This is an optimization exercise on Yosys and OpenROAD, whose aim is small area and a short achievable clock period, not a production implementation. At most, simulation tests tie the RTL to the original design; equivalence was not proved. No functional check of the RTL was part of run 1. No activity file was given, so power comes from the tool's default toggle rates.

==> flow/design.v (outline; a module is shown in full before it is edited, if it fits) <==
// module krv_core: 66 lines
// module mul33_array: 2030 lines
// module mul_fa: 4 lines
// module mul_ha: 4 lines
// module core: 155 lines
// module npc_sel: 46 lines
// module core_body: 2175 lines
module krv_core (
	input  wire        clk,
	input  wire        rstn,
	input  wire        kplic_int,
	input  wire        core_timer_int,
	output wire        wfi,
	output wire        instr_itcm_access,
	output wire [31:0] instr_itcm_addr,
	input  wire [31:0] instr_itcm_read_data,
	input  wire        instr_itcm_read_data_valid,
	output wire        data_dtcm_access,
	input  wire        data_dtcm_ready,
	output wire        data_dtcm_rd0_wr1,
	output wire [3:0]  data_dtcm_byte_strobe,
	output wire [31:0] data_dtcm_write_data,
	output wire [31:0] data_dtcm_addr,
	input  wire [31:0] data_dtcm_read_data,
	input  wire        data_dtcm_read_data_valid,
	output wire        IAHB_access,
	output wire [31:0] IAHB_addr,
	input  wire [31:0] IAHB_read_data,
	input  wire        IAHB_read_data_valid,
	output wire        DAHB_access,
	output wire        DAHB_rd0_wr1,
	output wire [2:0]  DAHB_size,
	output wire [31:0] DAHB_write_data,
	output wire [31:0] DAHB_addr,
	input  wire        DAHB_trans_buffer_full,
	input  wire [31:0] DAHB_read_data,
	input  wire        DAHB_read_data_valid
);
  // ...
==> flow/flow/run.sh <==
#!/bin/bash
# Layout flow: the standard ORFS flow, with the timing repair steps asked
# to keep a larger setup margin (so they keep improving paths that already
# meet the clock) and plain buffers on the ports.  Every tool's output goes
# to standard.log in this folder.
set -euo pipefail
bash standard.sh SETUP_SLACK_MARGIN=13.5 "BUFFER_PORTS_ARGS=-buffer_cell sky130_fd_sc_hd__buf_2" finish > standard.log 2>&1
==> flow/standard.sh <==
#!/bin/bash
# synth_recipe.tcl (not shown) runs the flow's synth.tcl, then flattens the netlist and writes it again
# the make line also repeats each setting of config.mk as NAME=value (left out here)
make -C /OpenROAD-flow-scripts/flow DESIGN_CONFIG=/design/flow/config.mk WORK_HOME=/design/flow/orfs CLKGATE_MAP_FILE= SYNTH_SCRIPT=/design/flow/synth_recipe.tcl "${@:-finish}"
==> flow/config.mk <==
export PLATFORM = sky130hd
export DESIGN_NAME = krv_core
export DESIGN_NICKNAME = krv_core
export VERILOG_FILES = /design/flow/design.v
export SDC_FILE = /design/flow/constraint.sdc
export NUM_CORES = 8
export LEC_CHECK = 0
export CAP_MARGIN = 35
export CORE_MARGIN = 2
export CORE_UTILIZATION = 32
export PLACE_DENSITY = 0.55
export SLEW_MARGIN = 35
export SYNTH_HIERARCHICAL = 1
==> flow/constraint.sdc <==
create_clock -name core_clock -period 25.0 [get_ports {clk}]
set_input_delay 5.0000 -clock core_clock [delete_from_list [all_inputs] [get_ports {clk}]]
set_output_delay 5.0000 -clock core_clock [all_outputs]
set_load 0.01 [all_outputs]
==> summary.md, run 1 <==
| Metric | Value |
|---|---|
| GR Layer Usage met2 | 0.509 |
| First-pass GRT wire length | 1140000 um |
| N_diodes | 79 |
| GR Util met3 | 0.144 |
| Place WS | 11790 ps |
| Comb pwr share | 0.012 |
| Post-detailed-route DRC marker count | 0 |
| Clk. pwr | 3.24 mW |
| Crit path top cell by count | nand2_4 |
| Post-CTS Setup Bufs | 99 |
| Final global-route overflow total | 0 |
| Non-clk invs | 315 |
| Clock power share | 0.509 |
| 1st-iter DRT viols | 26.8k |
| R2R depth | 28 |
| Critical path endpoint category | output pin |
| Slew at the pin with the worst max-slew slack | 1230 ps |
| Num rows | 242 |
| Grt peak-use layer | met2 |
| Met2 wire len | 336000 um |
| Largest Register | u_core.u_body.u_dec__u_gprs__gpr_q |
| Status | no timing/DRC/antenna violations |
| Gr usage total | 0.371 |
| Pin count of the biggest net entering global routing | 80 |
| Layout Nets | 16.3k |
| Top flop regs | u_core.u_body.u_dec__u_gprs__gpr_q (992), u_core.u_body.u_alu__u_div_u__hold_r (64) |
| Worst endpoint required time | 20000 ps |
| CTS tree | yes |
| CP delay by family, top | compound AO/OA/AOI/OAI gates |
| Deepest clock path buffer count | 4 |
| Final hold violation count | 0 |
| R2R Path End | u_core.u_body.u_trap_ctrl__mcause[1] |
| DP Wirelength | 578000 um |
| Layout overhead on the synthesized area | 14.6% |
| H-tree depth | 4 |
| Largest class | multi-input combinational cells |
| Power Combinational | 0.0739 mW |
| Rel. slew slack | 0.160 |
| Clk tree area frac | 0.0436 |
| Buf/Inv on CP | 4 |
| Worst setup path class | reg2out |
| CP startpoint kind | register |
| Sequential cells | 1738 |
| Max layer used | met5 |
==> run 2: changes to the inputs <==
--- a/flow/design.v
+++ b/flow/design.v
@@ -2417,28 +2417,28 @@
 wire [32 - 1 : 0] 		mcause;
 wire [32 - 1 : 0] 		mtval;
 wire [32 - 1 : 0] 		mcsr_write_data;
 wire [32 - 1 : 0] 		mcsr_read_data;
 wire 					dtcm_en;
 wire [32 - 1 : 0] 		dtcm_start_addr;
 wire 					pc_misaligned;
 wire 					load_x0;
-wire 					csr_illegal_access;
+wire [6:0] 				pd_dec;
+wire 					vector_in_itcm;
 wire 					trap;
 wire 					exception_met;
 wire 					ecall;
 wire 					instr_illegal;
 wire 					ebreak;
 wire  [32 - 1 : 0] 		vector_addr;
 wire 					mret;
 wire 					mepc_sel;
 wire 					mcause_sel;
 wire 					mtval_sel;
-wire [32 - 1 : 0] 		illegal_instr;
 wire 					valid_interrupt;
 wire 					mstatus_mie;
 wire [1:0] 				mtvec_mode;
 wire [31:0] 				mtvec_base;
 wire [32 - 1 : 0] 		instr_dec;
 wire [32 - 1 : 0] 		instr_read_data;
 wire 					if_valid;
 wire 					dec_valid;
@@ -2500,16 +2500,18 @@
 wire  u_fetch__dec_stall = dec_stall;
 reg [32 - 1 : 0] u_fetch__pc_dec;
 assign pc_dec = u_fetch__pc_dec;
 wire  u_fetch__dec_ready = dec_ready;
 reg  u_fetch__if_valid;
 assign if_valid = u_fetch__if_valid;
 reg [32 - 1 : 0] u_fetch__instr_dec;
 assign instr_dec = u_fetch__instr_dec;
+reg [6:0] u_fetch__pd_dec;
+assign pd_dec = u_fetch__pd_dec;
 wire [32 - 1 : 0] u_fetch__src_data1_ex = src_data1_ex;
 wire [32 - 1 : 0] u_fetch__imm_ex = imm_ex;
 wire [32 - 1 : 0] u_fetch__br_target_ex = br_target_ex;
 wire [32 - 1 : 0] u_fetch__jal_target = jal_target;
 wire  u_fetch__branch_taken_ex = branch_taken_ex;
 wire  u_fetch__ex_ready = ex_ready;
 wire [32 - 1 : 0] u_fetch__next_pc = next_pc;
 wire [32 - 1 : 0] u_fetch__move_target;
@@ -2523,16 +2525,17 @@
 wire  u_fetch__instr_read_data_valid = instr_read_data_valid;
 wire [32 - 1 : 0] u_fetch__instr_read_data = instr_read_data;
 reg [32 - 1 : 0] u_fetch__pc;
 assign pc = u_fetch__pc;
 wire  u_fetch__pc_misaligned;
 assign pc_misaligned = u_fetch__pc_misaligned;
 wire  u_fetch__trap = trap;
 wire [32 - 1 : 0] u_fetch__vector_addr = vector_addr;
+wire  u_fetch__vector_in_itcm = vector_in_itcm;
 wire [32 - 1 : 0] u_fetch__mepc = mepc;
 wire u_fetch__mret = u_fetch__mret_raw & ~u_fetch__branch_taken_ex;
 wire u_fetch__jal_dec = u_fetch__jal_raw & ~u_fetch__dec_stall;
 wire u_fetch__flush_if = u_fetch__fence_dec | u_fetch__branch_taken_ex | u_fetch__trap | u_fetch__mret;
 wire u_fetch__jump = u_fetch__jal_dec | u_fetch__jalr_ex;
 always @ (posedge u_fetch__cpu_clk or negedge u_fetch__cpu_rstn)
 begin
 	if (~u_fetch__cpu_rstn)
@@ -2546,43 +2549,90 @@
 			u_fetch__if_valid <= 1'b0;
 		end
 		else if(u_fetch__dec_ready)
 		begin
 			u_fetch__if_valid <= 1'b1;
 		end
 	end
 end
-always @ (posedge u_fetch__cpu_clk)
+wire [6:0] u_fetch__pd_in;
+wire [32 - 1 : 0] u_fetch__u_predec__instr = u_fetch__instr_read_data;
+wire [6:0] u_fetch__u_predec__flags;
+assign u_fetch__pd_in = u_fetch__u_predec__flags;
+wire [6:0] u_fetch__u_predec__opcode = u_fetch__u_predec__instr[6:0];
+wire [2:0] u_fetch__u_predec__funct3 = u_fetch__u_predec__instr[14:12];
+wire [11:0] u_fetch__u_predec__funct12 = u_fetch__u_predec__instr[31:20];
+wire [4:0] u_fetch__u_predec__rd = u_fetch__u_predec__instr[11:7];
+wire [4:0] u_fetch__u_predec__rs1 = u_fetch__u_predec__instr[19:15];
+wire u_fetch__u_predec__is_system = (u_fetch__u_predec__opcode == 7'b1110011);
+wire u_fetch__u_predec__f3_000 = (u_fetch__u_predec__funct3 == 3'b000);
+wire u_fetch__u_predec__f3_001 = (u_fetch__u_predec__funct3 == 3'b001);
+wire u_fetch__u_predec__f3_101 = (u_fetch__u_predec__funct3 == 3'b101);
+wire u_fetch__u_predec__f3_rs = (u_fetch__u_predec__funct3 == 3'b010) || (u_fetch__u_predec__funct3 == 3'b011) || (u_fetch__u_predec__funct3 == 3'b110) || (u_fetch__u_predec__funct3 == 3'b111);
+wire u_fetch__u_predec__csr_rd = u_fetch__u_predec__is_system && (((u_fetch__u_predec__f3_001 || u_fetch__u_predec__f3_101) && (u_fetch__u_predec__rd != 0)) || u_fetch__u_predec__f3_rs);
+wire u_fetch__u_predec__csr_wr = u_fetch__u_predec__is_system && (u_fetch__u_predec__f3_001 || u_fetch__u_predec__f3_101 || (u_fetch__u_predec__f3_rs && (u_fetch__u_predec__rs1 != 0)));
+wire [11:0] u_fetch__u_predec__a = u_fetch__u_predec__funct12;
+wire u_fetch__u_predec__csr_ro = (u_fetch__u_predec__a == 12'hF11) || (u_fetch__u_predec__a == 12'hF12) || (u_fetch__u_predec__a == 12'hF13) || (u_fetch__u_predec__a == 12'hF14);
+wire u_fetch__u_predec__csr_exists = u_fetch__u_predec__csr_ro || (u_fetch__u_predec__a == 12'h300) || (u_fetch__u_predec__a == 12'h301) || (u_fetch__u_predec__a == 12'h304) ||
+		  (u_fetch__u_predec__a == 12'h305) || (u_fetch__u_predec__a == 12'h341) || (u_fetch__u_predec__a == 12'h342) || (u_fetch__u_predec__a == 12'h343) ||
+		  (u_fetch__u_predec__a == 12'h344) || (u_fetch__u_predec__a == 12'h500) || (u_fetch__u_predec__a == 12'h504) ||
+		  (u_fetch__u_predec__a == 12'h105) || (u_fetch__u_predec__a == 12'h180) || (u_fetch__u_predec__a == 12'h3a0) || (u_fetch__u_predec__a == 12'h3b0) ||
+		  (u_fetch__u_predec__a == 12'h302) || (u_fetch__u_predec__a == 12'h303);
+assign u_fetch__u_predec__flags[0] = (u_fetch__u_predec__opcode == 7'b1101111);
+assign u_fetch__u_predec__flags[1] = u_fetch__u_predec__is_system && u_fetch__u_predec__f3_000 && (u_fetch__u_predec__funct12 == 12'b0011_0000_0010);
+assign u_fetch__u_predec__flags[2] = (u_fetch__u_predec__opcode == 7'b0001111) && (u_fetch__u_predec__f3_000 || u_fetch__u_predec__f3_001);
+assign u_fetch__u_predec__flags[3] = u_fetch__u_predec__is_system && u_fetch__u_predec__f3_000 && (u_fetch__u_predec__funct12 == 12'b0001_0000_0101);
+assign u_fetch__u_predec__flags[4] = (u_fetch__u_predec__opcode == 7'b0000011) && (u_fetch__u_predec__rd == 0);
+assign u_fetch__u_predec__flags[5] = u_fetch__u_predec__is_system && u_fetch__u_predec__f3_000 && (u_fetch__u_predec__funct12 == 12'b0000_0000_0000);
+assign u_fetch__u_predec__flags[6] = ((u_fetch__u_predec__csr_rd || u_fetch__u_predec__csr_wr) && !u_fetch__u_predec__csr_exists) || (u_fetch__u_predec__csr_ro && u_fetch__u_predec__csr_wr);
+always @ (posedge u_fetch__cpu_clk or negedge u_fetch__cpu_rstn)
 begin
-	if(u_fetch__flush_if)
+	if (~u_fetch__cpu_rstn)
 	begin
 		u_fetch__instr_dec <= {32{1'b0}};
+		u_fetch__pd_dec <= 7'h0;
 	end
-	else if(u_fetch__dec_ready)
+	else
 	begin
-		if(!u_fetch__instr_read_data_valid || u_fetch__jump)
+		if(u_fetch__flush_if)
 		begin
 			u_fetch__instr_dec <= {32{1'b0}};
+			u_fetch__pd_dec <= 7'h0;
 		end
-		else
+		else if(u_fetch__dec_ready)
 		begin
-			u_fetch__instr_dec <= u_fetch__instr_read_data;
-			u_fetch__pc_dec <= u_fetch__pc;
+			if(!u_fetch__instr_read_data_valid || u_fetch__jump)
+			begin
+				u_fetch__instr_dec <= {32{1'b0}};
+				u_fetch__pd_dec <= 7'h0;
+			end
+			else
+			begin
+				u_fetch__instr_dec <= u_fetch__instr_read_data;
+				u_fetch__pd_dec <= u_fetch__pd_in;
+			end
 		end
 	end
 end
+always @ (posedge u_fetch__cpu_clk)
+begin
+	if(!u_fetch__flush_if && u_fetch__dec_ready && u_fetch__instr_read_data_valid && !u_fetch__jump)
+	begin
+		u_fetch__pc_dec <= u_fetch__pc;
+	end
+end
 wire [32 - 1 : 0] u_fetch__br_target   = u_fetch__br_target_ex;
 wire [32 - 1 : 0] u_fetch__jalr_target = u_fetch__src_data1_ex + u_fetch__imm_ex;
 wire [32 - 1 : 0] u_fetch__pc_inc      = u_fetch__pc + 32'h4;
 assign u_fetch__early_jump = u_fetch__trap | u_fetch__branch_taken_ex | u_fetch__jalr_ex;
 wire [32 - 1 : 0] u_fetch__early_target = u_fetch__trap ? u_fetch__vector_addr : (u_fetch__branch_taken_ex ? u_fetch__br_target : u_fetch__jalr_target);
 wire [32 - 1 : 0] u_fetch__seq_target = u_fetch__jal_raw ? u_fetch__jal_target : (u_fetch__mret_raw ? u_fetch__mepc : u_fetch__pc_inc);
 assign u_fetch__move_target = u_fetch__early_jump ? u_fetch__early_target : u_fetch__seq_target;
-wire u_fetch__z_vec  = ~(|u_fetch__vector_addr[31:14]);
+wire u_fetch__z_vec  = u_fetch__vector_in_itcm;
 wire u_fetch__z_br   = ~(|u_fetch__br_target[31:14]);
 wire u_fetch__z_jalr = ~(|u_fetch__jalr_target[31:14]);
 wire u_fetch__z_jal  = ~(|u_fetch__jal_target[31:14]);
 wire u_fetch__z_mepc = ~(|u_fetch__mepc[31:14]);
 wire u_fetch__z_inc  = ~(|u_fetch__pc_inc[31:14]);
 assign u_fetch__z_pc   = ~(|u_fetch__pc[31:14]);
 wire u_fetch__z_early = u_fetch__trap ? u_fetch__z_vec : (u_fetch__branch_taken_ex ? u_fetch__z_br : u_fetch__z_jalr);
 wire u_fetch__z_seq = u_fetch__jal_raw ? u_fetch__z_jal : (u_fetch__mret_raw ? u_fetch__z_mepc : u_fetch__z_inc);
@@ -2604,16 +2654,17 @@
 wire  u_dec__if_valid = if_valid;
 wire  u_dec__dec_ready = dec_ready;
 wire  u_dec__dec_stall = dec_stall;
 wire  u_dec__dec_stall_v0;
 assign dec_stall_v0 = u_dec__dec_stall_v0;
 wire  u_dec__dec_stall_v1;
 assign dec_stall_v1 = u_dec__dec_stall_v1;
 wire [32 - 1 : 0] u_dec__instr_dec = instr_dec;
+wire [6:0] u_dec__pd_dec = pd_dec;
 wire [32 - 1 : 0] u_dec__pc_dec = pc_dec;
 wire  u_dec__fence_dec;
 assign fence_dec = u_dec__fence_dec;
 reg  u_dec__jalr_ex;
 assign jalr_ex = u_dec__jalr_ex;
 wire  u_dec__jal_raw;
 assign jal_raw = u_dec__jal_raw;
 wire  u_dec__mret_raw;
@@ -2740,27 +2791,27 @@
 wire [32 - 1 : 0]     u_dec__valid_instr;
 wire [7 - 1 : 0]	u_dec__funct7;
 wire [12 - 1 : 0]	u_dec__funct12;
 wire [5 - 1 : 0]	u_dec__rs2;
 wire [5 - 1 : 0] 	u_dec__rs1;
 wire [5 - 1  : 0] 	u_dec__rd;
 wire [3 - 1 : 0]	u_dec__funct3;
 wire [7 - 1 : 0]	u_dec__opcode;
-assign u_dec__valid_instr = (u_dec__if_valid) ? u_dec__instr_dec : {32{1'b0}};
+assign u_dec__valid_instr = u_dec__instr_dec;
 assign u_dec__opcode 	= u_dec__valid_instr[6:0] ;
 assign u_dec__funct3 	= u_dec__valid_instr[14:12] ;
 assign u_dec__funct7 	= u_dec__valid_instr[31:25] ;
 assign u_dec__funct12 	= u_dec__valid_instr[31:20] ;
 assign u_dec__rs1 	= u_dec__valid_instr[19:15] ;
 assign u_dec__rs2 	= u_dec__valid_instr[24:20] ;
 assign u_dec__rd 	= u_dec__valid_instr[11:7] ;
 wire u_dec__instruction_is_lui	 = (u_dec__opcode==7'b0110111);
 wire u_dec__instruction_is_auipc	 = (u_dec__opcode==7'b0010111);
-wire u_dec__instruction_is_jal	 = (u_dec__opcode==7'b1101111);
+wire u_dec__instruction_is_jal	 = u_dec__pd_dec[0];
 wire u_dec__instruction_is_jalr	 = (u_dec__opcode==7'b1100111);
 wire u_dec__instruction_is_branch	 = (u_dec__opcode==7'b1100011);
 wire u_dec__instruction_is_load	 = (u_dec__opcode==7'b0000011);
 wire u_dec__instruction_is_store	 = (u_dec__opcode==7'b0100011);
 wire u_dec__instruction_is_alu_ir	 = (u_dec__opcode==7'b0010011);
 wire u_dec__instruction_is_alu_rr	 = (u_dec__opcode==7'b0110011);
 wire u_dec__instruction_is_system	 = (u_dec__opcode==7'b1110011);
 wire u_dec__instruction_is_fence	 = (u_dec__opcode==7'b0001111);
@@ -3089,23 +3140,26 @@
 			u_dec__load_ex <= u_dec__instruction_is_load;
 			u_dec__pre_instr_is_load <= u_dec__instruction_is_load;
 			u_dec__mem_H_ex <= (u_dec__instruction_is_load || u_dec__instruction_is_store) && (u_dec__funct3_001 || u_dec__funct3_101);
 			u_dec__mem_B_ex <= (u_dec__instruction_is_load || u_dec__instruction_is_store) && (u_dec__funct3_000 || u_dec__funct3_100);
 			u_dec__mem_U_ex <= (u_dec__instruction_is_load || u_dec__instruction_is_store) && (u_dec__funct3_101 || u_dec__funct3_100);
 		end
 	end
 end
-assign u_dec__jal_target = u_dec__pc_dec + u_dec__imm_dec;
+wire [32 - 1 : 0] u_dec__imm_j = {{12{u_dec__valid_instr[31]}}, u_dec__valid_instr[19:12], u_dec__valid_instr[20], u_dec__valid_instr[30:21], 1'b0};
+wire [32 - 1 : 0] u_dec__imm_b = {{20{u_dec__valid_instr[31]}}, u_dec__valid_instr[7], u_dec__valid_instr[30:25], u_dec__valid_instr[11:8], 1'b0};
+wire [32 - 1 : 0] u_dec__imm_i = {{21{u_dec__valid_instr[31]}}, u_dec__valid_instr[30:20]};
+assign u_dec__jal_target = u_dec__pc_dec + u_dec__imm_j;
 always @ (posedge u_dec__cpu_clk)
 begin
 	if (!u_dec__flush_dec && u_dec__ex_ready && !u_dec__dec_bubble)
 	begin
-		u_dec__br_target_ex <= u_dec__jal_target;
-		u_dec__imm_ex <= u_dec__imm_dec;
+		u_dec__br_target_ex <= u_dec__pc_dec + u_dec__imm_b;
+		u_dec__imm_ex <= u_dec__imm_i;
 	end
 end
 always@(posedge u_dec__cpu_clk or negedge u_dec__cpu_rstn)
 begin
 if(!u_dec__cpu_rstn)
 	begin
 		u_dec__only_src2_used_ex <= 1'b0;
 	end
@@ -3134,24 +3188,24 @@
 			u_dec__jalr_ex <= 1'b0;
 		end
 		else if(u_dec__ex_ready)
 		begin
 			u_dec__jalr_ex <= u_dec__jalr_dec;
 		end
 	end
 end
-assign u_dec__mret_raw = u_dec__instruction_is_system && u_dec__funct12_mret && u_dec__funct3_000;
+assign u_dec__mret_raw = u_dec__pd_dec[1];
 assign u_dec__mret = u_dec__mret_raw && !u_dec__branch_taken_ex;
 assign u_dec__instr_illegal = 1'b0;
-assign  u_dec__ecall = u_dec__instruction_is_system && u_dec__funct3_000 && u_dec__funct12_ecall;
+assign  u_dec__ecall = u_dec__pd_dec[5];
 assign  u_dec__ebreak = u_dec__instruction_is_system && u_dec__funct3_000 && u_dec__funct12_ebreak;
 reg u_dec__wfi_delay1;
 reg u_dec__wfi_delay2;
-wire u_dec__wfi_i = u_dec__instruction_is_system && u_dec__funct12_wfi && u_dec__funct3_000 && !u_dec__branch_taken_ex;
+wire u_dec__wfi_i = u_dec__pd_dec[3] && !u_dec__branch_taken_ex;
 always @ (posedge u_dec__cpu_clk or negedge u_dec__cpu_rstn)
 begin
 	if(!u_dec__cpu_rstn)
 	begin
 		u_dec__wfi_delay1 <= 1'b0;
 		u_dec__wfi_delay2 <= 1'b0;
 		u_dec__wfi <= 1'b0;
 	end
@@ -3182,17 +3236,17 @@
 	end
 	else
 	begin
 		u_dec__mcsr_write_data = 32'h0;
 	end
 end
 assign u_dec__mcsr_set = u_dec__funct3_010 || u_dec__funct3_110;
 assign u_dec__mcsr_clr = u_dec__funct3_011 || u_dec__funct3_111;
-assign u_dec__load_x0 = u_dec__instruction_is_load && (!(|u_dec__rd));
+assign u_dec__load_x0 = u_dec__pd_dec[4];
 wire u_dec__rs1_wait_load_1st = ((!u_dec__src1_not_used_dec) && (u_dec__rs1_dec == u_dec__rd_ex)) && u_dec__load_ex;
 wire u_dec__rs2_wait_load_1st = (u_dec__rs2_dec == u_dec__rd_ex) && u_dec__load_ex;
 wire u_dec__rs1_wait_load_2nd = ((!u_dec__src1_not_used_dec) && (u_dec__rs1_dec == u_dec__rd_mem)) && u_dec__load_wait_data;
 wire u_dec__rs2_wait_load_2nd = (u_dec__rs2_dec == u_dec__rd_mem) && u_dec__load_wait_data;
 wire u_dec__wait_1st = u_dec__rs1_wait_load_1st || u_dec__rs2_wait_load_1st;
 wire u_dec__wait_2nd = u_dec__rs1_wait_load_2nd || u_dec__rs2_wait_load_2nd;
 reg u_dec__load_hazard_1st_r;
 reg u_dec__load_hazard_2nd_r;
@@ -3264,17 +3318,17 @@
 end
 wire u_dec__wfi_stall = u_dec__wfi_i && !u_dec__valid_interrupt;
 reg u_dec__fence_d1;
 reg u_dec__fence_d2;
 reg u_dec__fence_d3;
 reg u_dec__fence_d4;
 reg u_dec__fence_d5;
 wire u_dec__fence_stall = u_dec__fence_d1 || u_dec__fence_d2 || u_dec__fence_d3 || u_dec__fence_d4 || u_dec__fence_d5 ;
-assign u_dec__fence_dec = (u_dec__instruction_is_fence && (u_dec__funct3_000 || u_dec__funct3_001)) && !u_dec__fence_stall;
+assign u_dec__fence_dec = u_dec__pd_dec[2] && !u_dec__fence_stall;
 always@(posedge u_dec__cpu_clk or negedge u_dec__cpu_rstn)
 begin
 	if(!u_dec__cpu_rstn)
 	begin
 		u_dec__fence_d1 <= 1'b0;
 		u_dec__fence_d2 <= 1'b0;
 		u_dec__fence_d3 <= 1'b0;
 		u_dec__fence_d4 <= 1'b0;
@@ -3352,21 +3406,20 @@
 reg  u_alu__mem_B_mem;
 assign mem_B_mem = u_alu__mem_B_mem;
 reg  u_alu__mem_U_mem;
 assign mem_U_mem = u_alu__mem_U_mem;
 reg [32 - 1 : 0] u_alu__store_data_mem;
 assign store_data_mem = u_alu__store_data_mem;
 wire [31:0] u_alu__s1 = u_alu__src_data1_ex;
 wire [31:0] u_alu__s2 = u_alu__src_data2_ex;
-wire u_alu__inv = u_alu__alu_sub_ex | u_alu__alu_com_ex | u_alu__alu_ucom_ex;
-wire [32:0] u_alu__sum33 = {1'b0, u_alu__s1} + {1'b0, u_alu__s2 ^ {32{u_alu__inv}}} + {32'h0, u_alu__inv};
+wire [32:0] u_alu__sum33 = {1'b0, u_alu__s1} + {1'b0, u_alu__s2 ^ {32{u_alu__alu_sub_ex}}} + {32'h0, u_alu__alu_sub_ex};
 wire [31:0] u_alu__adder_result = (u_alu__alu_add_ex | u_alu__alu_sub_ex) ? u_alu__sum33[31:0] : 32'h0;
-wire u_alu__ult = ~u_alu__sum33[32];
-wire u_alu__slt = (u_alu__s1[31] ^ u_alu__s2[31]) ? u_alu__s1[31] : u_alu__sum33[31];
+wire u_alu__ult = u_alu__s1 < u_alu__s2;
+wire u_alu__slt = (u_alu__s1[31] ^ u_alu__s2[31]) ? u_alu__s1[31] : u_alu__ult;
 wire u_alu__com_result  = u_alu__alu_com_ex & u_alu__slt;
 wire u_alu__ucom_result = u_alu__alu_ucom_ex & u_alu__ult;
 wire [31:0] u_alu__logic_result = ({32{u_alu__alu_and_ex}} & (u_alu__s1 & u_alu__s2)) |
 			   ({32{u_alu__alu_or_ex}}  & (u_alu__s1 | u_alu__s2)) |
 			   ({32{u_alu__alu_xor_ex}} & (u_alu__s1 ^ u_alu__s2));
 wire [4:0] u_alu__shamt = u_alu__s2[4:0];
 wire [31:0] u_alu__s1_rev;
 genvar u_alu__gi;
@@ -3669,31 +3722,39 @@
 		else if(u_dmem_ctrl__load_mem)
 		u_dmem_ctrl__load_mem_r <= 1'b1;
 	end
 end
 reg u_dmem_ctrl__load_wait_data_r;
 wire u_dmem_ctrl__ls_mem = u_dmem_ctrl__load_mem || u_dmem_ctrl__store_mem;
 wire u_dmem_ctrl__mem_access = u_dmem_ctrl__ls_mem && (!u_dmem_ctrl__load_wait_data_r);
 wire [32 - 1 : 0] u_dmem_ctrl__mem_addr_mem = u_dmem_ctrl__ls_mem ? u_dmem_ctrl__alu_result_mem : {32{1'b0}};
-wire [32 : 0] u_dmem_ctrl__dtcm_offset = {1'b0, u_dmem_ctrl__mem_addr_mem} - {1'b0, u_dmem_ctrl__dtcm_start_addr};
-wire u_dmem_ctrl__dtcm_end_wraps = &u_dmem_ctrl__dtcm_start_addr[32 - 1 : 14];
-assign u_dmem_ctrl__addr_dtcm = u_dmem_ctrl__dtcm_en && !u_dmem_ctrl__dtcm_offset[32] && !(|u_dmem_ctrl__dtcm_offset[32 - 1 : 14]) && !u_dmem_ctrl__dtcm_end_wraps;
+wire [32 - 1 : 0] u_dmem_ctrl__ma = u_dmem_ctrl__alu_result_mem;
+wire [32 - 1 : 0] u_dmem_ctrl__ds = u_dmem_ctrl__dtcm_start_addr;
+wire u_dmem_ctrl__dtcm_end_wraps = &u_dmem_ctrl__ds[32 - 1 : 14];
+wire [17:0] u_dmem_ctrl__ds_hi_inc = u_dmem_ctrl__ds[32 - 1 : 14] + 18'h1;
+wire u_dmem_ctrl__hi_eq  = (u_dmem_ctrl__ma[32 - 1 : 14] == u_dmem_ctrl__ds[32 - 1 : 14]);
+wire u_dmem_ctrl__hi_eq1 = (u_dmem_ctrl__ma[32 - 1 : 14] == u_dmem_ctrl__ds_hi_inc);
+wire u_dmem_ctrl__lo_ge  = (u_dmem_ctrl__ma[13:0] >= u_dmem_ctrl__ds[13:0]);
+assign u_dmem_ctrl__addr_dtcm = u_dmem_ctrl__dtcm_en && !u_dmem_ctrl__dtcm_end_wraps && ((u_dmem_ctrl__hi_eq && u_dmem_ctrl__lo_ge) || (u_dmem_ctrl__hi_eq1 && !u_dmem_ctrl__lo_ge));
+wire u_dmem_ctrl__addr_dtcm_idle = u_dmem_ctrl__dtcm_en && (u_dmem_ctrl__ds == {32{1'b0}});
+wire u_dmem_ctrl__addr_dtcm_reg = u_dmem_ctrl__ls_mem ? u_dmem_ctrl__addr_dtcm : u_dmem_ctrl__addr_dtcm_idle;
+wire [13:0] u_dmem_ctrl__dtcm_offset = u_dmem_ctrl__ma[13:0] - u_dmem_ctrl__ds[13:0];
 wire u_dmem_ctrl__addr_AHB = ~(u_dmem_ctrl__addr_dtcm );
 always @ (posedge u_dmem_ctrl__cpu_clk or negedge u_dmem_ctrl__cpu_rstn)
 begin
 	if(!u_dmem_ctrl__cpu_rstn)
 	begin
 		u_dmem_ctrl__addr_dtcm_r <= 1'b0;
 		u_dmem_ctrl__addr_AHB_r <= 1'b0;
 	end
 	else
 	begin
-		u_dmem_ctrl__addr_dtcm_r <= u_dmem_ctrl__addr_dtcm;
-		u_dmem_ctrl__addr_AHB_r <= u_dmem_ctrl__addr_AHB;
+		u_dmem_ctrl__addr_dtcm_r <= u_dmem_ctrl__addr_dtcm_reg;
+		u_dmem_ctrl__addr_AHB_r <= ~u_dmem_ctrl__addr_dtcm_reg;
 	end
 end
 wire [3:0] u_dmem_ctrl__mem_byte_strobe;
 assign u_dmem_ctrl__mem_byte_strobe = u_dmem_ctrl__mem_B_mem ? (4'b0001<<u_dmem_ctrl__mem_addr_mem[1:0]) :
 			(u_dmem_ctrl__mem_H_mem ? (4'b0011<<{u_dmem_ctrl__mem_addr_mem[1],1'b0}) :
 			4'b1111);
 reg u_dmem_ctrl__mem_U_mem_r;
 reg u_dmem_ctrl__mem_B_mem_r;
@@ -3728,17 +3789,17 @@
 	2'b10: u_dmem_ctrl__mem_write_data = {u_dmem_ctrl__store_data_mem[15:0] & {16{u_dmem_ctrl__mem_addr_mem[1]}},
 				 u_dmem_ctrl__store_data_mem[15:0] & {16{~u_dmem_ctrl__mem_addr_mem[1]}}};
 	default: u_dmem_ctrl__mem_write_data = {32{1'b0}};
 	endcase
 end
 assign u_dmem_ctrl__data_dtcm_access 	= u_dmem_ctrl__mem_access && u_dmem_ctrl__addr_dtcm;
 assign u_dmem_ctrl__data_dtcm_rd0_wr1 	= u_dmem_ctrl__store_mem;
 assign u_dmem_ctrl__data_dtcm_write_data 	= u_dmem_ctrl__mem_write_data;
-assign u_dmem_ctrl__data_dtcm_addr 		= {18'h0, u_dmem_ctrl__dtcm_offset[13:0]};
+assign u_dmem_ctrl__data_dtcm_addr 		= {18'h0, u_dmem_ctrl__dtcm_offset};
 assign u_dmem_ctrl__data_dtcm_byte_strobe 	= u_dmem_ctrl__mem_byte_strobe;
 assign u_dmem_ctrl__DAHB_access 		= u_dmem_ctrl__mem_access && u_dmem_ctrl__addr_AHB;
 assign u_dmem_ctrl__DAHB_rd0_wr1 		= u_dmem_ctrl__store_mem;
 assign u_dmem_ctrl__DAHB_write_data 		= u_dmem_ctrl__mem_write_data;
 assign u_dmem_ctrl__DAHB_addr 		= u_dmem_ctrl__alu_result_mem;
 assign u_dmem_ctrl__DAHB_size 		= u_dmem_ctrl__mem_B_mem ? 3'b000 : (u_dmem_ctrl__mem_H_mem ? 3'b001 : 3'b010);
 wire [32 - 1 : 0] u_dmem_ctrl__mem_read_data;
 assign u_dmem_ctrl__mem_read_data = u_dmem_ctrl__data_dtcm_read_data_valid ? u_dmem_ctrl__data_dtcm_read_data : (u_dmem_ctrl__DAHB_read_data_valid ? u_dmem_ctrl__DAHB_read_data : {32{1'b0}});
@@ -3876,19 +3937,17 @@
 wire  u_mcsr__mret = mret;
 wire  u_mcsr__mepc_sel;
 assign mepc_sel = u_mcsr__mepc_sel;
 wire  u_mcsr__mcause_sel;
 assign mcause_sel = u_mcsr__mcause_sel;
 wire  u_mcsr__mtval_sel;
 assign mtval_sel = u_mcsr__mtval_sel;
 wire  u_mcsr__csr_illegal_access;
-assign csr_illegal_access = u_mcsr__csr_illegal_access;
 wire [32 - 1 : 0] u_mcsr__illegal_instr;
-assign illegal_instr = u_mcsr__illegal_instr;
 reg  u_mcsr__meie;
 assign meie = u_mcsr__meie;
 reg  u_mcsr__mtie;
 assign mtie = u_mcsr__mtie;
 reg  u_mcsr__mstatus_mie;
 assign mstatus_mie = u_mcsr__mstatus_mie;
 reg [1:0] u_mcsr__mtvec_mode;
 assign mtvec_mode = u_mcsr__mtvec_mode;
@@ -4222,29 +4281,31 @@
 wire  u_trap_ctrl__kplic_int = kplic_int;
 wire  u_trap_ctrl__timer_int = core_timer_int;
 wire  u_trap_ctrl__pc_misaligned = pc_misaligned;
 wire [32 - 1 : 0] u_trap_ctrl__pc = pc;
 wire  u_trap_ctrl__exception_met;
 assign exception_met = u_trap_ctrl__exception_met;
 wire  u_trap_ctrl__trap;
 assign trap = u_trap_ctrl__trap;
-reg [32 - 1 : 0] u_trap_ctrl__vector_addr;
+wire [32 - 1 : 0] u_trap_ctrl__vector_addr;
 assign vector_addr = u_trap_ctrl__vector_addr;
+wire  u_trap_ctrl__vector_in_itcm;
+assign vector_in_itcm = u_trap_ctrl__vector_in_itcm;
 wire  u_trap_ctrl__load_x0 = load_x0;
 wire  u_trap_ctrl__ecall = ecall;
 wire  u_trap_ctrl__instr_illegal = instr_illegal;
 wire  u_trap_ctrl__valid_mcsr_rd = valid_mcsr_rd;
 wire  u_trap_ctrl__valid_mcsr_wr = valid_mcsr_wr;
 wire  u_trap_ctrl__mcsr_set = mcsr_set;
 wire  u_trap_ctrl__mcsr_clr = mcsr_clr;
 wire [32 - 1 : 0] u_trap_ctrl__write_data = mcsr_write_data;
 wire  u_trap_ctrl__branch_taken_ex = branch_taken_ex;
-wire  u_trap_ctrl__csr_illegal_access = csr_illegal_access;
-wire [32 - 1 : 0] u_trap_ctrl__illegal_instr = illegal_instr;
+wire  u_trap_ctrl__csr_illegal_access = pd_dec[6];
+wire [32 - 1 : 0] u_trap_ctrl__illegal_instr = instr_dec;
 wire  u_trap_ctrl__mepc_sel = mepc_sel;
 wire  u_trap_ctrl__mcause_sel = mcause_sel;
 wire  u_trap_ctrl__mtval_sel = mtval_sel;
 wire  u_trap_ctrl__mstatus_mie = mstatus_mie;
 wire  u_trap_ctrl__meie = meie;
 wire  u_trap_ctrl__mtie = mtie;
 wire [1:0] u_trap_ctrl__mtvec_mode = mtvec_mode;
 wire [31:0] u_trap_ctrl__mtvec_base = mtvec_base;
@@ -4446,36 +4507,19 @@
 			end
 			else 
 			begin
 				u_trap_ctrl__mtval <= u_trap_ctrl__mtval;
 			end
 		end
 	end
 end
-always @ *
-begin
-	case (u_trap_ctrl__mtvec_mode)
-		2'b00: begin
-			u_trap_ctrl__vector_addr = u_trap_ctrl__mtvec_base;
-		end
-		2'b01: begin
-			if(u_trap_ctrl__exception_met)						 
-			begin
-				u_trap_ctrl__vector_addr = u_trap_ctrl__mtvec_base;
-			end
-			else								 
-			begin
-				u_trap_ctrl__vector_addr = u_trap_ctrl__mtvec_base + (u_trap_ctrl__mcause << 2);
-			end
-		end
-		default: begin
-			u_trap_ctrl__vector_addr = u_trap_ctrl__mtvec_base;
-		end
-	endcase
-end
+wire [32 - 1 : 0] u_trap_ctrl__vector_int = u_trap_ctrl__mtvec_base + (u_trap_ctrl__mcause << 2);
+wire u_trap_ctrl__vector_sel_int = (u_trap_ctrl__mtvec_mode == 2'b01) && !u_trap_ctrl__exception_met;
+assign u_trap_ctrl__vector_addr = u_trap_ctrl__vector_sel_int ? u_trap_ctrl__vector_int : u_trap_ctrl__mtvec_base;
+assign u_trap_ctrl__vector_in_itcm = u_trap_ctrl__vector_sel_int ? ~(|u_trap_ctrl__vector_int[31:14]) : ~(|u_trap_ctrl__mtvec_base[31:14]);
 assign u_trap_ctrl__valid_interrupt = u_trap_ctrl__valid_ex_int || u_trap_ctrl__valid_timer_int;
 assign u_trap_ctrl__valid_ex_int = u_trap_ctrl__mstatus_mie && u_trap_ctrl__meie && u_trap_ctrl__meip;
 assign u_trap_ctrl__valid_timer_int = u_trap_ctrl__mstatus_mie && u_trap_ctrl__mtie && u_trap_ctrl__mtip;
 assign u_trap_ctrl__exception_met = u_trap_ctrl__pc_misaligned | u_trap_ctrl__load_x0 | u_trap_ctrl__csr_illegal_access | u_trap_ctrl__ecall | u_trap_ctrl__instr_illegal;
 assign u_trap_ctrl__trap = (u_trap_ctrl__exception_met | u_trap_ctrl__valid_interrupt)
 ;
 endmodule
==> flow/config.mk (replaced) <==
export PLATFORM = sky130hd
export DESIGN_NAME = krv_core
export DESIGN_NICKNAME = krv_core
export VERILOG_FILES = /design/flow/design.v
export SDC_FILE = /design/flow/constraint.sdc
export NUM_CORES = 8
export LEC_CHECK = 0
export CAP_MARGIN = 35
export CORE_MARGIN = 2
export CORE_UTILIZATION = 32
export CTS_BUF_LIST = sky130_fd_sc_hd__clkbuf_4 sky130_fd_sc_hd__clkbuf_8
export CTS_CLUSTER_SIZE = 20
export PLACE_DENSITY = 0.55
export SLEW_MARGIN = 35
export SYNTH_HIERARCHICAL = 1
==> run 2 against run 1 <==
Effect of this change: clock-buffer cell count increased by 179; design area decreased by 1.8%; global-route usage decreased by 3.0 points; still clean on timing, DRC and antenna; utilization decreased by 0.63 points; via count decreased by 3.8%; largest cell class unchanged; routed wire length decreased by 7.8%; register-to-register slack improved by 260 ps; clock power decreased by 9.0%; synthesized cell count decreased by 1.1%.
==> summary.md, run 2 <==
| Metric | Value |
|---|---|
| Final std cells w/o fill | 20.7k |
| Top flop regs | u_core.u_body.u_dec__u_gprs__gpr_q (992), u_core.u_body.u_alu__u_div_u__hold_r (64) |
| H-tree depth | 5 (+1) |
| Num rows | 242 (unchanged) |
| Leak Pwr | 61.5 nW |
| Total number of clock tree sinks | 1725 |
| Deepest clock path buffer count | 4 (unchanged) |
| Crit path DAT | 6810 ps |
| Warnings from Yosys | 8 |
| Worst-path fanout max | 40 |
| Setup TNS | 0 ps |
| Gr usage total | 0.341 (-0.0297) |
| Hold path startpoint | u_core.u_body.u_dec__store_data_ex[24] |
| GP Congestion | 1.03 |
| Initial core utilization | 0.321 |
| Placed inst area | 149000 um2 |
| Fmax | 84.7 MHz |
| R2R setup slack | 13670 ps |
| WHS | 331 ps |
| VDD IR max | 40.1 uV |
| Avg Synthesized Cell Area | 9.53 um2 |
| Final hold violation count | 0 (unchanged) |
| Most frequent cells in the layout | nand3_1, edfxtp_1, and2_1, fa_1, nand2_1 |
| Core region area | 435000 um2 |
| RR Startpoint | u_core.u_body.u_dec__src_data2_ex[4] |
| Root Buffer | clkbuf_8 |
| Met3 wire len | 97500 um |
| Critical path endpoint category | output pin |
| Sw power | 1.45 mW |
| Slew at the pin with the worst max-slew slack | 1130 ps (-97.5 ps) |
| Internal power | 4.61 mW |
| R2R depth | 30 (+7.1%) |
| WL per Instance | 38.0 um |
| Met2 wire len | 335000 um (-0.28%) |
| Clock power share | 0.487 (-0.022) |
| Synth Instances | 14.7k |
| Worst endpoint required time | 20000 ps (about the same) |
| Worst-Skew Late Latency | 1220 ps |
| Largest Register | u_core.u_body.u_dec__u_gprs__gpr_q |
| DR pass1 iterations | 10 |
| Max layer used | met5 |
| Fin crit period | 11810 ps |
| Post-detailed-route DRC marker count | 0 (unchanged) |
| Post-Syn Area | 140000 um2 |
| Type of the tightest min-delay check | reg2reg |
| CP startpoint kind | register |
| Inst Count DP | 20.0k |
| PD cells | 38.5 nW/um2 |
| R2R Path End | u_core.u_body.u_mcsr__mstatus_mie |
| Initial antenna violation count | 73 |
| Layout Nets | 16.1k (-0.93%) |
| Max reg flops | 992 |
| Die W | 664 um |
| Clock transition at path regs | 60 ps |
| TritonCTS buffer count | 312 |
| Rel. slew slack | 0.248 (+0.0884) |
| Comb pwr share | 0.012 (about the same) |
| Vias/cell | 6.50 |
| Routed Antenna Nets | 0 |
| RSZ-0062 raised after global routing | true |
| I/O Pins | 344 |
| Sw Ratio | 0.240 |
| First-pass GRT wire length | 1060000 um (-7.0%) |
| CTS tree | yes |
| Die area | 442000 um2 |
| Status | no timing/DRC/antenna violations |
| Routed vias | 135k |
| Clock Skew | 201 ps |
| 1st-iter DRT viols | 22.8k (-15%) |
| Seq pwr share | 0.501 |
| Share of cells above drive strength 1 | 0.140 |
| IO Port Bufs | 306 |
| Die Y | 664 um |
| WL final | 787000 um |
| Final Cycle Share | 0.472 |
| Worst setup path class | reg2out |
| Vias in the first global route | 127k |
| DP Wirelength | 532000 um (-8.1%) |
| Count of final setup violators | 0 |
| Final design utilization | 0.363 |
| Met1 wire length | 274000 um |
| Fin area | 158000 um2 |
| Final-report max-slew violation count | 0 |
| Most common cell after layout, fill and taps aside | nand3_1 |
| Layout overhead on the synthesized area | 12.9% |
| Pin count of the biggest net entering global routing | 105 (+31%) |
| Max_cap viols | 0 |
| Worst hold stages | 0 |
| CTS Hold Bufs | 0 |
| Hold worst-path end | u_core.u_body.u_alu__store_data_mem[24] |
| Final global-route overflow total | 0 (unchanged) |
run 2: area by class of cell:
cell class | instances | area [um2]
clock buffers | 462 | 5720
well taps | 5734 | 7170
clock inverters | 110 | 857
fillers | 43800 | 277000
inverters | 292 | 1130
multi-input cells | 11400 | 85800
flip-flops and latches | 1725 | 49300
diodes | 44 | 110
repair buffers | 939 | 7500
run 2: critical path, cell delays in order, from the launching register on:
cell,delay (ps)
edfxtp_1,340
clkbuf_8,400
inv_1,220
ha_1,410
xor2_1,340
nand4_1,170
or4_1,650
or2_1,280
o21bai_1,460
or2_2,320
a21oi_4,80
nor2_1,320
and3_1,350
buf_4,460
and4b_2,350
o211ai_1,210
buf_4,170
buf_6,100
run 2: worst max-delay path by stage:
| stage | from | end | slack (ps) | cells past startpoint |
|---|---|---|---|---|
| after floorplan | DAHB_read_data_valid | instr_itcm_addr[10] | 13620 | 7 |
| after global placement | data_dtcm_read_data_valid | instr_itcm_access | 11400 | 7 |
| after detailed placement | data_dtcm_read_data_valid | instr_itcm_access | 11950 | 8 |
| after CTS | DAHB_read_data_valid | instr_itcm_addr[3] | 13250 | 9 |
| after global routing | u_core.u_body.u_dec__src_data2_ex[5] | instr_itcm_addr[5] | 13180 | 26 |
| final | u_core.u_body.u_dec__src_data2_ex[24] | instr_itcm_access | 13190 | 17 |
run 2: stage by stage:
stage | setup slack, ps | power (mW)
2_1_floorplan | 13620 | 3.12
3_3_place_gp | 11400 | 3.16
3_5_place_dp | 11950 | 3.16
4_1_cts | 13250 | 6.05
5_1_grt | 13180 | 6.17
6_report | 13190 | 6.06
run 2: repair_timing:
item	CTS	global route
setup buffers	41	23
pin swaps	22	16
cloned	12	2
resized for setup	112	122
setup endpoints to repair	15	59
run 2: power by group through the flow:
stage | Combinational [mW] | Sequential, mW | Clock [mW]
floorplan | 0.0252 | 3.09 | 0
global placement | 0.0684 | 3.09 | 0
detailed placement | 0.0690 | 3.09 | 0
CTS | 0.0717 | 3.03 | 2.94
global route | 0.0758 | 3.03 | 3.06
finish | 0.0716 | 3.03 | 2.95
run 2: metal layers:
layer,GRT usage,vias to the layer above
li1,-,53600
met1,0.401,66400
met2,0.512,11100
met3,0.110,3369
met4,0.275,42
met5,0.00358,-
==> run 3: changes to the inputs <==
--- a/flow/config.mk
+++ b/flow/config.mk
@@ -9,6 +9,4 @@
 export CORE_MARGIN = 2
 export CORE_UTILIZATION = 32
-export CTS_BUF_LIST = sky130_fd_sc_hd__clkbuf_4 sky130_fd_sc_hd__clkbuf_8
-export CTS_CLUSTER_SIZE = 20
 export PLACE_DENSITY = 0.55
 export SLEW_MARGIN = 35
==> run 3 against run 2 <==
Effect of this change: still clean on timing, DRC and antenna; area after synthesis did not move; flip-flop and latch count did not move; setup slack better by 21 ps; worst hold slack better by 20 ps; routed wire length fell by 0.67%; via count is 0.96% lower; first-iteration DRC count shrank 0.78%; combinational power barely moved; cell count fell by 1.2%; register-to-register slack worse by 210 ps; design area is 0.44% lower; sequential share of layout area grew 0.13 points; largest cell class unchanged.
==> summary.md, run 3 <==
| Metric | Value |
|---|---|
| Status | no timing/DRC/antenna violations |
| Core region area | 435000 um2 (unchanged) |
| Largest Register | u_core.u_body.u_dec__u_gprs__gpr_q |
| Worst endpoint required time | 20000 ps (about the same) |
| Slew at the pin with the worst max-slew slack | 1180 ps (+52.8 ps) |
| Routed Antenna Nets | 0 (unchanged) |
| Hold worst-path end | u_core.u_body.u_trap_ctrl__meip |
| Root Buffer | clkbuf_16 |
| Final hold violation count | 0 (unchanged) |
| H-tree depth | 4 (-1) |
| Vias in the first global route | 126k (-0.99%) |
| Final WS setup | 13210 ps (+21.3 ps) |
| Worst hold stages | 0 (unchanged) |
| Fin crit period | 11790 ps (-21.3 ps) |
| Clock Skew | 153 ps (-48.0 ps) |
| Setup TNS | 0 ps (unchanged) |
| Max_cap viols | 0 (unchanged) |
| Post-detailed-route DRC marker count | 0 (unchanged) |
| Most common cell after layout, fill and taps aside | nand3_1 |
| GP Congestion | 1.03 (unchanged) |
| Place WS | 11950 ps (unchanged) |
| Vias/cell | 6.51 (+0.22%) |
| Clock transition at path regs | 60 ps (about the same) |
| DP Wirelength | 532000 um (unchanged) |
| Die Y | 664 um (unchanged) |
| Avg Synthesized Cell Area | 9.53 um2 (unchanged) |
| Final Cycle Share | 0.472 (-0.000852) |
| Pin count of the biggest net entering global routing | 105 (unchanged) |
| R2R Path End | u_core.u_body.u_mcsr__dtcm_start_addr[30] |
| Critical path endpoint category | output pin |
| Rel. slew slack | 0.205 (-0.0435) |
| 1st-iter DRT viols | 22.7k (-0.78%) |
| Total number of clock tree sinks | 1725 (unchanged) |
| Clock power share | 0.497 (+0.010) |
| RSZ-0062 raised after global routing | true |
| CP startpoint kind | primary input |
| Top flop regs | u_core.u_body.u_dec__u_gprs__gpr_q (992), u_core.u_body.u_alu__u_div_u__hold_r (64) |
| VDD IR max | 58.5 uV (+46%) |
| Synth Instances | 14.7k (unchanged) |
| Num rows | 242 (unchanged) |
| Die area | 442000 um2 (unchanged) |
| TritonCTS buffer count | 193 (-38%) |
| Sw Ratio | 0.228 (-0.0119) |
| IO Port Bufs | 306 (unchanged) |
| R2R depth | 27 (-10%) |
| Initial antenna violation count | 61 (-16%) |
| Leak Pwr | 61.0 nW (-0.84%) |
| Sw power | 1.40 mW (-3.2%) |
| R2R setup slack | 13460 ps (-210 ps) |
| Final-report max-slew violation count | 0 (unchanged) |
| Layout Nets | 16.0k (-0.91%) |
| I/O Pins | 344 (unchanged) |
| Critical-path top delay cell | mux2i_4 |
| CTS Hold Bufs | 0 (unchanged) |
| Layout overhead on the synthesized area | 12.4% |
| Warnings from Yosys | 8 (unchanged) |
| RR Startpoint | u_core.u_body.u_dec__src_data2_ex[2] |
| Count of final setup violators | 0 (unchanged) |
| Gr usage total | 0.340 (-0.00149) |
| Deepest clock path buffer count | 4 (unchanged) |
| Initial core utilization | 0.321 (unchanged) |
| Most frequent cells in the layout | nand3_1, edfxtp_1, and2_1, fa_1, nand2_1 |
| Crit path DAT | 6790 ps (-20 ps) |
| Crit path cell chain | buf_8 > a22oi_4 > buf_12 > mux2i_4 > buf_16 > and4b_2 > o211ai_1 > buf_4 > buf_2 |
| Worst setup path class | in2out |
| Share of cells above drive strength 1 | 0.122 (-0.0180) |
| Hold path startpoint | u_core.u_body.u_trap_ctrl__kplic_int_sync2 |
| Final global-route overflow total | 0 (unchanged) |
| DR pass1 iterations | 9 (-1) |
| PD cells | 39.3 nW/um2 (+2.3%) |
| Worst-Skew Late Latency | 1010 ps (-210 ps) |
| Routed vias | 133k (-0.96%) |
| Fmax | 84.8 MHz (+0.18%) |
| Die W | 664 um (unchanged) |
| Internal power | 4.77 mW (+3.4%) |
| Final design utilization | 0.361 (-0.00158) |
| Type of the tightest min-delay check | reg2reg |
| Slowest stage delay, CP | 350 ps (-300 ps) |
| WL per Instance | 38.2 um (+0.51%) |
| Seq pwr share | 0.492 (-0.009) |
| Post-Syn Area | 140000 um2 (unchanged) |
| WL final | 782000 um (-0.67%) |
| Worst-path fanout max | 4 (-90%) |
| Max reg flops | 992 (unchanged) |
| Comb pwr share | 0.012 (about the same) |
| First-pass GRT wire length | 1050000 um (-0.41%) |
| CTS tree | yes |
==> run 3: critical path: cells and delay by family <==
| family | cells | cell delay, ps |
|---|---|---|
| buf+inv | 5 | 790 |
| simple gates | 1 | 310 |
| compound gates | 2 | 310 |
| mux | 1 | 350 |
==> run 3: how the worst max path moves through the flow <==
stage,from,to,slack [ps],cells past startpoint
after global placement,data_dtcm_read_data_valid,instr_itcm_access,11400,7
after global routing,DAHB_read_data_valid,instr_itcm_access,13200,11
after CTS,DAHB_read_data_valid,instr_itcm_addr[3],13250,9
after detailed placement,data_dtcm_read_data_valid,instr_itcm_access,11950,8
final,DAHB_read_data_valid,instr_itcm_access,13210,9
after floorplan,DAHB_read_data_valid,instr_itcm_addr[10],13620,7
==> run 3: per-layer routing <==
layer  vias up  global-route usage  part of all wire
li1      53200                   -                 -
met1     65800               0.401              0.35
met2     10900               0.508              0.42
met3      3282               0.106              0.12
met4        36               0.275              0.10
met5         -             0.00488           0.00064
==> run 3: power by group through the flow <==
stage / clock [mW] / sequential (mW) / combinational [mW]
6_report: 3.07 / 3.03 / 0.0716
5_1_grt: 3.15 / 3.03 / 0.0759
4_1_cts: 3.06 / 3.03 / 0.0716
3_5_place_dp: 0 / 3.09 / 0.0690
3_3_place_gp: 0 / 3.09 / 0.0684
2_1_floorplan: 0 / 3.09 / 0.0252
==> run 3: timing repair <==
| item | 4_1_cts | 5_1_grt |
|---|---|---|
| setup buffers | 26 | 12 |
| cloned | 10 | 0 |
| pin swaps | 18 | 9 |
| resized for setup | 103 | 61 |
| setup endpoints to repair | 15 | 45 |
==> run 3: final cells by class <==
cell class	count	area, um2
fillers	43700	278000
diodes	41	103
flip-flops and latches	1725	49300
inverters	292	1110
well taps	5734	7170
multi-input cells	11400	85600
repair buffers	911	7050
clock buffers	244	5250
clock inverters	116	1250
==> run 3: metrics by stage <==
stage	total power [mW]	hold WS [ps]	area, um2	instances
2_1_floorplan	3.12	331	140000	14700
3_3_place_gp	3.16	333	148000	20000
3_5_place_dp	3.16	338	149000	20000
4_1_cts	6.16	351	156000	20400
5_1_grt	6.26	367	157000	20400
6_report	6.17	351	157000	20500

-- separate check: timing with driven ports --
The results above use ideal ports. As a check the final layouts listed here were re-extracted and re-timed, cells and wires unchanged.
Step 1, drivers: a clkbuf_16 drives clk and a buf_2 each remaining input, both assumed.
Step 2 moves the port delays by t, midway between the first and last clock arrival at a register: inputs arrive t later, outputs are due t later. That takes back most of the time a late clock gives input paths.
Slacks: no drivers / after step 1 / after step 2; pairs: no drivers / after step 1.
| run | t (ns) | setup slack, ns | latest minus earliest clock arrival (ns) |
|---|---|---|---|
| run 1 | 1.050 | 13.112 / 13.004 / 13.046 | 0.138 / 0.137 |
| run 2 | 1.190 | 13.190 / 13.107 / 13.018 | 0.219 / 0.219 |
| run 3 | 1.034 | 13.211 / 13.127 / 12.928 | 0.157 / 0.158 |
After both steps every run listed still meets setup and hold. The setup slack of run 3, which loses most, moves by -0.084 ns with the drivers and by -0.283 ns with both steps.
